Background: an optimization exercise with open tools, aiming at small area and a short achievable clock period. Do not read the settings as production practice. RTL that was checked went through simulation tests only; none was proved equivalent to the original.

before:
==> flow/design.v (excerpt) <==
module mas_mul_radix_top (
  input               clk,
  input               rstn,
  input        [31:0] in1,
  input        [31:0] in2,
  output logic [63:0] res
);
For scale: about 64 flip-flops, about 130 I/O pins, ~24000 um2 of cells after synthesis.
Settings: LEC_CHECK=0, CAP_MARGIN=60, CORE_MARGIN=2, CORE_UTILIZATION=70, SETUP_SLACK_MARGIN=4.5, SLEW_MARGIN=85, SYNTH_HIERARCHICAL=1, SYNTH_MINIMUM_KEEP_SIZE=0; clock period 13.5 ns.
standard.sh (not shown) runs the stock make flow with config.mk's settings and CLKGATE_MAP_FILE= SYNTH_SCRIPT=/design/flow/synth_recipe.tcl, a recipe that flattens the netlist after the stock synthesis.
==> flow/flow/run.sh <==
#!/bin/bash
# Own layout flow: the standard synthesis and layout, with the port
# buffers made from plain buffers (buffer_ports -buffer_cell) instead of the
# cell buffer_ports picks by itself.  Each tool's output goes to a log here.
set -euo pipefail
bash standard.sh synth > synth.log 2>&1
bash standard.sh "BUFFER_PORTS_ARGS=-buffer_cell sky130_fd_sc_hd__buf_2" finish > layout.log 2>&1
before did not make it past detailed placement (3_5_place_dp), where a tool error ended it.
Changes in after relative to before:
- SLEW_MARGIN: 85 -> 75
- CAP_MARGIN: 60 -> 50
- CORE_UTILIZATION: 70 -> 60
Findings:
- after finished every step from synthesis to the final layout, and the layout passed the timing, DRC and antenna checks.
- Comparing after against before, there is no change at all in post-synthesis share of cell area spent on and, or, nand and nor gates.
- The initial standard-cell utilization of the core in after sits 11 points below the value recorded for before.
- In the tables for after and before, floorplan die width reads lower with before.
- Against before, after comes in about 9% higher on count of standard-cell rows.
Function was not checked in any run of this note: the RTL went through the layout flow alone.

---

== indigo ==
mas_mul_radix_top, a different RTL version from the one above (not shown whole).
For scale: roughly 64 flip-flops, ~130 I/O pins, ~0.024 sq mm of cells after synthesis.
Settings: LEC_CHECK=0, CAP_MARGIN=50, CORE_MARGIN=2, CORE_UTILIZATION=60, SETUP_SLACK_MARGIN=5, SLEW_MARGIN=75, SYNTH_HIERARCHICAL=1, SYNTH_MINIMUM_KEEP_SIZE=0; clock period 13.5 ns.
Scripts as last shown in full above: flow/flow/run.sh
Edits applied to the flow inputs when going from indigo to yarrow:
- SLEW_MARGIN changed from 75 to 20
- SETUP_SLACK_MARGIN removed (was 5)
- CAP_MARGIN changed from 50 to 20
[summary]
Delta (yarrow minus indigo): via count of the first global-routing pass went down about 0.37%. The higher final area came out of indigo. Compared to indigo, yarrow has number of instances in the placed design 0.44% lower. Comparing indigo and yarrow, the higher post-layout utilization of the core was measured on indigo. yarrow — post-layout worst setup margin 1.20 ns lower, indigo as reference.
Here is what was changed in the inputs of xenon compared with yarrow.
- changing CAP_MARGIN from 20 to 30
- changing SLEW_MARGIN from 20 to 50
==> flow/flow/run.sh <==
#!/bin/bash
# Own layout flow: the standard synthesis, then the standard layout
# with port buffers made from plain buffers (buffer_ports -buffer_cell), a
# setup margin for ORFS's timing repair, and no gate cloning in that repair.
# Each tool's output goes to a log file here.
set -euo pipefail
bash standard.sh synth > synth.log 2>&1
bash standard.sh "BUFFER_PORTS_ARGS=-buffer_cell sky130_fd_sc_hd__buf_2" SETUP_SLACK_MARGIN=5.3 SKIP_GATE_CLONING=1 finish > layout.log 2>&1
### Flow results
Between xenon and yarrow, it is xenon whose met1 usage in global routing is higher, by 0.69 points.
~same required time of the critical path in yarrow and xenon
Cmp yarrow and xenon / pre-CTS setup slack / lower: xenon
xenon vs yarrow, number of nets at the end of the flow went up by 49.
Of yarrow and xenon, the lower global-route met3 utilization belongs to yarrow.
Comparing number of clock-tree buffers in the layout for yarrow and xenon, the smaller number came from yarrow.
Minimum hold slack (lower): xenon
Taking yarrow as the reference, in xenon slew of the pin with the lowest slew margin went down.
#### Input delta (sierra over xenon)
- SETUP_SLACK_MARGIN newly set to 4.5
==> flow/flow/run.sh <==
#!/bin/bash
# Own layout flow: the standard synthesis and layout, with the port
# buffers made from plain buffers (buffer_ports -buffer_cell) instead of the
# cell buffer_ports picks by itself.  Each tool's output goes to a log here.
set -euo pipefail
bash standard.sh synth > synth.log 2>&1
bash standard.sh "BUFFER_PORTS_ARGS=-buffer_cell sky130_fd_sc_hd__buf_2" finish > layout.log 2>&1
- Both conditions hold for sierra: the flow ran to the end and the final layout passed the timing, DRC and antenna checks.
- NOTE highest attainable clock frequency xenon->sierra decreased by a little under 10%
- Diff xenon -> sierra: via-per-instance ratio has decreased; transition time at the pin with the least slew margin has decreased; post-detailed-route wirelength per cell has decreased.
## Diff of input files: maple against sierra
- CORE_UTILIZATION now 55, was 60
- SETUP_SLACK_MARGIN now 5, was 4.5
[summary]
Looking at the reports, maple completed the entire flow and the layout it produced met the timing, DRC and antenna checks.
Summary of maple over sierra: fraction of final layout cells with drive strength greater than 1 increased 1.8 points; wire length of the first global-routing pass increased 2.9%; number of antenna violations at the first check in global routing increased 1.
Of maple and sierra, the run reporting the higher minimum period implied by the final worst setup slack was sierra.
Compared with sierra, in maple post-layout utilization of the core dropped 4.2 points.
What onyx does differently from maple at the input level:
- swapping 55 for 60 in CORE_UTILIZATION
- putting PLACE_DENSITY at 0.8 where nothing was set
Results
Per the final summary, onyx finished and its layout is clean on timing, DRC and antenna.
onyx vs maple: wire length of the first global-routing pass up in onyx
Comparing maple and onyx, the higher area taken by multi-input logic gates is on onyx.
Met2 demand-to-capacity share in global routing: higher on onyx
onyx vs. maple: final setup slack of the worst path went down by 0.030 ns.
onyx against maple: cell area after synthesis shows no meaningful change, worst hold slack shows a reduction of 0.12 ns.
In the flow results for maple and onyx, the cell count along the critical path is smaller on onyx.

---

Starting RTL as in the previous note.
export LEC_CHECK = 0
export CAP_MARGIN = 30
export CORE_MARGIN = 2
export CORE_UTILIZATION = 66
export SETUP_SLACK_MARGIN = 5
export SLEW_MARGIN = 50
export SYNTH_HIERARCHICAL = 1
export SYNTH_MINIMUM_KEEP_SIZE = 0
create_clock -name core_clock -period 13.5 [get_ports {clk}]
==> flow/flow/run.sh <==
#!/bin/bash
# Own layout flow: the standard synthesis and layout, with the port
# buffers made from plain buffers (buffer_ports -buffer_cell) instead of the
# cell buffer_ports picks by itself.  Each tool's output goes to a log here.
set -euo pipefail
bash standard.sh synth > synth.log 2>&1
bash standard.sh "BUFFER_PORTS_ARGS=-buffer_cell sky130_fd_sc_hd__buf_2" finish > layout.log 2>&1
==> next run, changes <==
==> flow/flow/run.sh (replaced) <==
#!/bin/bash
# Own layout flow: the standard synthesis, then the standard layout
# with port buffers made from plain buffers (buffer_ports -buffer_cell), a
# setup margin for ORFS's timing repair, and timing repair limited to
# resizing and pin swaps.  Each tool's output goes to a log file here.
set -euo pipefail
bash standard.sh synth > synth.log 2>&1
bash standard.sh "BUFFER_PORTS_ARGS=-buffer_cell sky130_fd_sc_hd__buf_2" SETUP_SLACK_MARGIN=5.3 "SETUP_MOVE_SEQUENCE=unbuffer,sizeup,swap" finish > layout.log 2>&1
CORE_UTILIZATION = 60   (was 66)
SETUP_SLACK_MARGIN = not set   (was 5)
Design area came out higher by about 3%; synthesized area is unchanged; critical path depth does not change; first-iteration DRC count came out lower by about 18%; global-route usage came out lower by 3.4 points; sequential share of layout area came out lower by 0.18 points; cell count came out higher by 1.8%; sequential cell count is unchanged; via count came out lower by 3.0%.
==> next run, changes <==
==> flow/flow/run.sh (replaced) <==
#!/bin/bash
# Own layout flow: the standard synthesis and layout, with the port
# buffers made from plain buffers (buffer_ports -buffer_cell) instead of the
# cell buffer_ports picks by itself.  Each tool's output goes to a log here.
set -euo pipefail
bash standard.sh synth > synth.log 2>&1
bash standard.sh "BUFFER_PORTS_ARGS=-buffer_cell sky130_fd_sc_hd__buf_2" finish > layout.log 2>&1
SETUP_SLACK_MARGIN = 5   (was not set)
Outcome:
- The changed run passed the timing, DRC and antenna checks
- maximum frequency came out lower by 1.6%
- synthesized cell count is unchanged
- setup slack loses 0.13 ns
- cell count stays flat
- utilization came out lower by 2.4 points
==> next run, changes <==
CAP_MARGIN = 50   (was 30)
SETUP_SLACK_MARGIN = 4.5   (was 5)
SLEW_MARGIN = 75   (was 50)
Design area came out higher by 1.9%.
Global-route usage climbs by 0.50 points.
Non-clock buffer count rises by 11.
Worst setup slack loses 0.30 ns.

---

mas_mul_radix_top again, from the RTL that the note above started with.
Settings: LEC_CHECK=0, CAP_MARGIN=20, CORE_MARGIN=2, CORE_UTILIZATION=60, SETUP_SLACK_MARGIN=5, SLEW_MARGIN=35, SYNTH_HIERARCHICAL=1, SYNTH_MINIMUM_KEEP_SIZE=0; clock period 13.5 ns.
==> flow/flow/run.sh <==
#!/bin/bash
# Own layout flow: the standard synthesis and layout, with the port
# buffers made from plain buffers (buffer_ports -buffer_cell) instead of the
# cell buffer_ports picks by itself.  Each tool's output goes to a log here.
set -euo pipefail
bash standard.sh synth > synth.log 2>&1
bash standard.sh "BUFFER_PORTS_ARGS=-buffer_cell sky130_fd_sc_hd__buf_2" finish > layout.log 2>&1
The starting point produced a clean layout.
Change:
==> flow/flow/run.sh (replaced) <==
#!/bin/bash
# Own layout flow: the standard synthesis, then the standard layout
# with port buffers made from plain buffers (buffer_ports -buffer_cell) and
# a larger setup margin for ORFS's timing repair.  Each tool's output goes
# to a log file here.
set -euo pipefail
bash standard.sh synth > synth.log 2>&1
bash standard.sh "BUFFER_PORTS_ARGS=-buffer_cell sky130_fd_sc_hd__buf_2" SETUP_SLACK_MARGIN=5.5  finish > layout.log 2>&1
CAP_MARGIN = 50   (was 20)
SETUP_SLACK_MARGIN = default   (was 5)
SLEW_MARGIN = 75   (was 35)
- The changed run went through all stages and came out clean
- wire length went up by 13%
- synthesized area does not change
- non-clock buffer count went up by 143
- cell area went up by 14%
- clock-buffer cell count does not change

---

Another version of the RTL of mas_mul_radix_top (not shown whole).
For scale: about 2,400 cells after synthesis, ~64 flip-flops.
clock: 13.5 ns
lec_check: 0
cap_margin: 20
core_margin: 2
core_utilization: 45
setup_slack_margin: 3
slew_margin: 20
synth_hierarchical: 1
synth_minimum_keep_size: 0
run.sh (not shown) runs the stock make flow with config.mk's settings and CLKGATE_MAP_FILE= SYNTH_SCRIPT=/design/flow/synth_recipe.tcl, a recipe that flattens the netlist after the stock synthesis.
Stock flow here: none of the scripts above is used.
Edit:
--- a/flow/config.mk
+++ b/flow/config.mk
@@ -10,3 +10,2 @@
 export CORE_UTILIZATION = 45
-export SETUP_SLACK_MARGIN = 3
 export SLEW_MARGIN = 20
Outcome:
- sequential share of layout area barely changes
- core utilization shrinks by 0.51 points

---

Setup of rev 12:
mas_mul_radix_top with an RTL version that a note above also has.
For scale: ~64 flip-flops, about 130 I/O pins.
export LEC_CHECK = 0
export CAP_MARGIN = 50
export CORE_MARGIN = 2
export CORE_UTILIZATION = 60
export SLEW_MARGIN = 75
export SYNTH_HIERARCHICAL = 1
export SYNTH_MINIMUM_KEEP_SIZE = 0
create_clock -name core_clock -period 13.5 [get_ports {clk}]
standard.sh (not shown) runs the stock make flow with config.mk's settings and CLKGATE_MAP_FILE= SYNTH_SCRIPT=/design/flow/synth_recipe.tcl, a recipe that flattens the netlist after the stock synthesis.
==> flow/flow/run.sh <==
#!/bin/bash
# Own layout flow: the standard synthesis and layout, with the port
# buffers made from plain buffers (buffer_ports -buffer_cell) instead of the
# cell buffer_ports picks by itself.  Each tool's output goes to a log here.
set -euo pipefail
bash standard.sh synth > synth.log 2>&1
bash standard.sh "BUFFER_PORTS_ARGS=-buffer_cell sky130_fd_sc_hd__buf_2" finish > layout.log 2>&1
Modified inputs, rev 13 compared to rev 12
- SETUP_SLACK_MARGIN now 5, previously not set
- SLEW_MARGIN now 50, was 75
- GPL_ROUTABILITY_DRIVEN now 0, previously not set
- CAP_MARGIN now 30, was 50
==> notes.md <==
In terms of number of global-route vias before repair, rev 12 and rev 13 differ only marginally. Higher number of clock buffers in the layout goes to rev 13 over rev 12. Wire length came out lower on rev 13 than on rev 12. [compare] base=rev 12 new=rev 13: design area decreased by 1.3% relative to the old numbers, time the worst path needs with I/O delays and setup dropped 0.46 ns, overall die area roughly the same, via count now sits at about the same level. Delta(peak clock frequency supported by timing, rev 13 - rev 12) > 0. Wire length of the first global-routing pass is higher on rev 12. Area overhead of the layout relative to synthesis is higher on rev 12.

---

## job 9128
mas_mul_radix_top again, from the RTL that the note above started with.
clock: 13.5 ns
lec_check: 0
cap_margin: 20
core_margin: 2
core_utilization: 60
setup_slack_margin: 3
slew_margin: 20
synth_hierarchical: 1
synth_minimum_keep_size: 0
Scripts as last shown in full above: flow/flow/run.sh
Input changes introduced in job 913 (baseline for comparison: job 9128):
- SETUP_SLACK_MARGIN: 3 -> 5
Notes after the runs:
- For job 9128, the critical path endpoint was res[43], unlike job 913, where it was res[49].
- [diff] worst slew margin relative to its limit, job 913 relative to job 9128: improvement
- Endpoint arrival time on the critical path: lower on job 913
- | sequential share of cell area | job 913 vs job 9128 | ≈ equal |
- Per the comparison of job 913 with job 9128, xor and xnor area share after synthesis closely matched the old numbers; wire length reported by the detailed router down 1000 um.
Relative to job 913, the following input files were edited for job 6444:
- clearing SETUP_SLACK_MARGIN, which used to be 5
- swapping 20 for 30 in CAP_MARGIN
- swapping 20 for 50 in SLEW_MARGIN
==> flow/flow/run.sh <==
#!/bin/bash
# Own layout flow: the standard flow's synthesis script with ABC told to expect a light
# output load (ABC_LOAD_IN_FF=1, so it does not upsize the small gates), then
# the standard layout with port buffers made from plain buffers
# (buffer_ports -buffer_cell) and a setup margin for ORFS's timing repair.
# Each tool's output goes to a log file here.
set -euo pipefail
bash standard.sh ABC_LOAD_IN_FF=1 synth > synth.log 2>&1
bash standard.sh "BUFFER_PORTS_ARGS=-buffer_cell sky130_fd_sc_hd__buf_2" SETUP_SLACK_MARGIN=5.15 finish > layout.log 2>&1
Notes after the runs:
For the average size of a mapped cell, job 6444 came in about 2.6% lower than job 913 did.
Higher global-route wire length before repair goes to job 6444 over job 913.
Job 6444: global routing met3 resource utilization 1.6 points above job 913

---

Starting RTL as in the previous note.
Design mas_mul_radix_top, start of the top module:
module mas_mul_radix_top (
  input               clk,
  input               rstn,
  input        [31:0] in1,
  input        [31:0] in2,
  output logic [63:0] res
);
wire ng2;
wire ng4;
wire ng6;
wire ng8;
wire ng10;
wire ng12;
wire ng14;
wire ng16;
wire ng18;
wire ng20;
wire ng22;
wire ng24;
wire ng26;
wire ng28;
wire ng30;
wire ng32;
wire s33;
wire c34;
wire s35;
wire c36;
wire s37;
wire c38;
wire s39;
wire c40;
wire s41;
wire c42;
wire s43;
wire c44;
wire s45;
wire c46;
wire s47;
wire c48;
wire s49;
wire c50;
wire s51;
wire c52;
wire s53;
wire c54;
wire s55;
wire c56;
wire s57;
wire c58;
wire s59;
wire c60;
wire s61;
wire c62;
wire s63;
wire c64;
wire s65;
wire c66;
wire s67;
wire c68;
wire s69;
wire c70;
wire s71;
wire c72;
wire s73;
wire c74;
wire s75;
wire c76;
wire s77;
wire c78;
wire s79;
wire c80;
wire s81;
wire c82;
wire s83;
wire c84;
wire s85;
wire c86;
wire s87;
wire c88;
wire s89;
wire c90;
wire s91;
wire c92;
wire s93;
wire c94;
wire s95;
wire c96;
wire s97;
wire c98;
wire s99;
wire c100;
wire s101;
wire c102;
wire s103;
wire c104;
wire s105;
wire c106;
wire s107;
wire c108;
wire s109;
wire c110;
wire s111;
wire c112;
wire s113;
wire c114;
wire s115;
wire c116;
wire s117;
wire c118;
wire s119;
wire c120;
wire s121;
wire c122;
wire s123;
wire c124;
wire s125;
wire c126;
wire s127;
wire c128;
wire s129;
wire c130;
wire s131;
wire c132;
wire s133;
wire c134;
wire s135;
wire c136;
wire s137;
wire c138;
wire s139;
wire c140;
wire s141;
wire c142;
wire s143;
wire c144;
wire s145;
wire c146;
wire s147;
wire c148;
wire s149;
wire c150;
wire s151;
wire c152;
wire s153;
wire c154;
wire s155;
wire c156;
wire s157;
wire c158;
wire s159;
wire c160;
wire s161;
wire c162;
wire s163;
wire c164;
wire s165;
wire c166;
wire s167;
wire c168;
wire s169;
wire c170;
wire s171;
wire c172;
wire s173;
wire c174;
wire s175;
wire c176;
wire s177;
wire c178;
wire s179;
wire c180;
wire s181;
wire c182;
wire s183;
wire c184;
wire s185;
wire c186;
wire s187;
wire c188;
wire s189;
wire c190;
wire s191;
wire c192;
wire s193;
wire c194;
wire s195;
wire c196;
wire s197;
wire c198;
wire s199;
wire c200;
wire s201;
wire c202;
wire s203;
  ...
export LEC_CHECK = 0
export CAP_MARGIN = 30
export CORE_MARGIN = 2
export CORE_UTILIZATION = 60
export SLEW_MARGIN = 50
export SYNTH_HIERARCHICAL = 1
export SYNTH_MINIMUM_KEEP_SIZE = 0
create_clock -name core_clock -period 13.5 [get_ports {clk}]
==> flow/flow/run.sh <==
#!/bin/bash
# Own layout flow: the standard flow's synthesis script with ABC told to expect a light
# output load (ABC_LOAD_IN_FF=1, so it does not upsize the small gates), then
# the standard layout with port buffers made from plain buffers
# (buffer_ports -buffer_cell) and a setup margin for ORFS's timing repair.
# Each tool's output goes to a log file here.
set -euo pipefail
bash standard.sh ABC_LOAD_IN_FF=1 synth > synth.log 2>&1
bash standard.sh "BUFFER_PORTS_ARGS=-buffer_cell sky130_fd_sc_hd__buf_2" SETUP_SLACK_MARGIN=5 finish > layout.log 2>&1
The first run completed with no timing, DRC or antenna violations.
Change:
==> flow/flow/run.sh (replaced) <==
#!/bin/bash
# Own layout flow: the standard synthesis, then the standard layout
# with port buffers made from plain buffers (buffer_ports -buffer_cell) and a
# setup margin for ORFS's timing repair.
# Each tool's output goes to a log file here.
set -euo pipefail
bash standard.sh synth > synth.log 2>&1
bash standard.sh "BUFFER_PORTS_ARGS=-buffer_cell sky130_fd_sc_hd__buf_2" SETUP_SLACK_MARGIN=5.15 finish > layout.log 2>&1
Result: Worst setup slack is better by 0.16 ns; clock-buffer cell count decreases by 1; wire length decreases by 3.2%.

## afterwards: timing with drivers on the ports
How much do the figures lean on ideal ports? The routed layouts below were timed once more, with nothing changed but the port constraints. Step 1, drivers: a clkbuf_16 drives clk and a buf_2 each remaining input, both assumed. Step 2 times the ports against the registers' clock, not the clock port: input delays grow and output delays shrink by t, the midpoint of the rising clock arrivals with the driver on. Slacks: ideal / step 1 / step 2; pairs: ideal / step 1.
| run | shift t [ns] | setup slack, ns | slew at the worst register clock pin (ns) | worst slew at a driven data input, ns | cell pins on the clock port's net |
|---|---|---|---|---|---|
| after | 0.399 | 4.636 / 4.665 / 4.266 | 0.06 / 0.06 | 0.06 | 1 |
| indigo | 0.394 | 5.066 / 5.090 / 4.696 | 0.06 / 0.06 | 0.05 | 1 |
| yarrow | 0.402 | 3.864 / 3.881 / 3.479 | 0.07 / 0.07 | 0.10 | 1 |
| xenon | 0.397 | 5.324 / 5.336 / 4.939 | 0.07 / 0.07 | 0.06 | 1 |
| sierra | 0.403 | 4.563 / 4.590 / 4.187 | 0.07 / 0.07 | 0.08 | 1 |
| maple | 0.399 | 5.016 / 5.045 / 4.646 | 0.06 / 0.06 | 0.06 | 1 |
| onyx | 0.445 | 4.985 / 5.025 / 4.580 | 0.09 / 0.09 | 0.05 | 1 |
| the first run of note 3 | 0.396 | 5.029 / 5.047 / 4.651 | 0.06 / 0.06 | 0.05 | 1 |
| the second run of note 3 | 0.396 | 5.201 / 5.215 / 4.819 | 0.07 / 0.07 | 0.09 | 1 |
| the third run of note 3 | 0.394 | 5.069 / 5.095 / 4.702 | 0.07 / 0.07 | 0.05 | 1 |
| the fourth run of note 3 | 0.400 | 4.771 / 4.800 / 4.400 | 0.07 / 0.07 | 0.11 | 1 |
| the first run of note 4 | 0.395 | 4.994 / 5.019 / 4.624 | 0.07 / 0.07 | 0.05 | 1 |
| the second run of note 4 | 0.396 | 5.418 / 5.427 / 5.031 | 0.07 / 0.07 | 0.09 | 1 |
| the first run of note 5 | 0.449 | 3.284 / 3.320 / 2.871 | 0.06 / 0.06 | 0.06 | 1 |
| the second run of note 5 | 0.447 | 2.855 / 2.895 / 2.449 | 0.06 / 0.06 | 0.05 | 1 |
| rev 12 | 0.400 | 4.567 / 4.595 / 4.194 | 0.07 / 0.07 | 0.10 | 1 |
| rev 13 | 0.392 | 5.030 / 5.052 / 4.661 | 0.06 / 0.06 | 0.06 | 1 |
| job 9128 | 0.402 | 3.864 / 3.881 / 3.479 | 0.07 / 0.07 | 0.10 | 1 |
| job 913 | 0.395 | 5.009 / 5.034 / 4.640 | 0.07 / 0.07 | 0.05 | 1 |
| job 6444 | 0.408 | 5.144 / 5.188 / 4.780 | 0.06 / 0.06 | 0.09 | 1 |
| the first run of note 8 | 0.420 | 5.065 / 5.107 / 4.687 | 0.07 / 0.07 | 0.10 | 1 |
| the second run of note 8 | 0.406 | 5.229 / 5.258 / 4.852 | 0.06 / 0.06 | 0.06 | 1 |
After both steps every run listed still meets setup and hold. For the first run of note 5, which loses most, drivers alone change the setup slack by +0.036 ns; drivers and shift together by -0.413 ns.
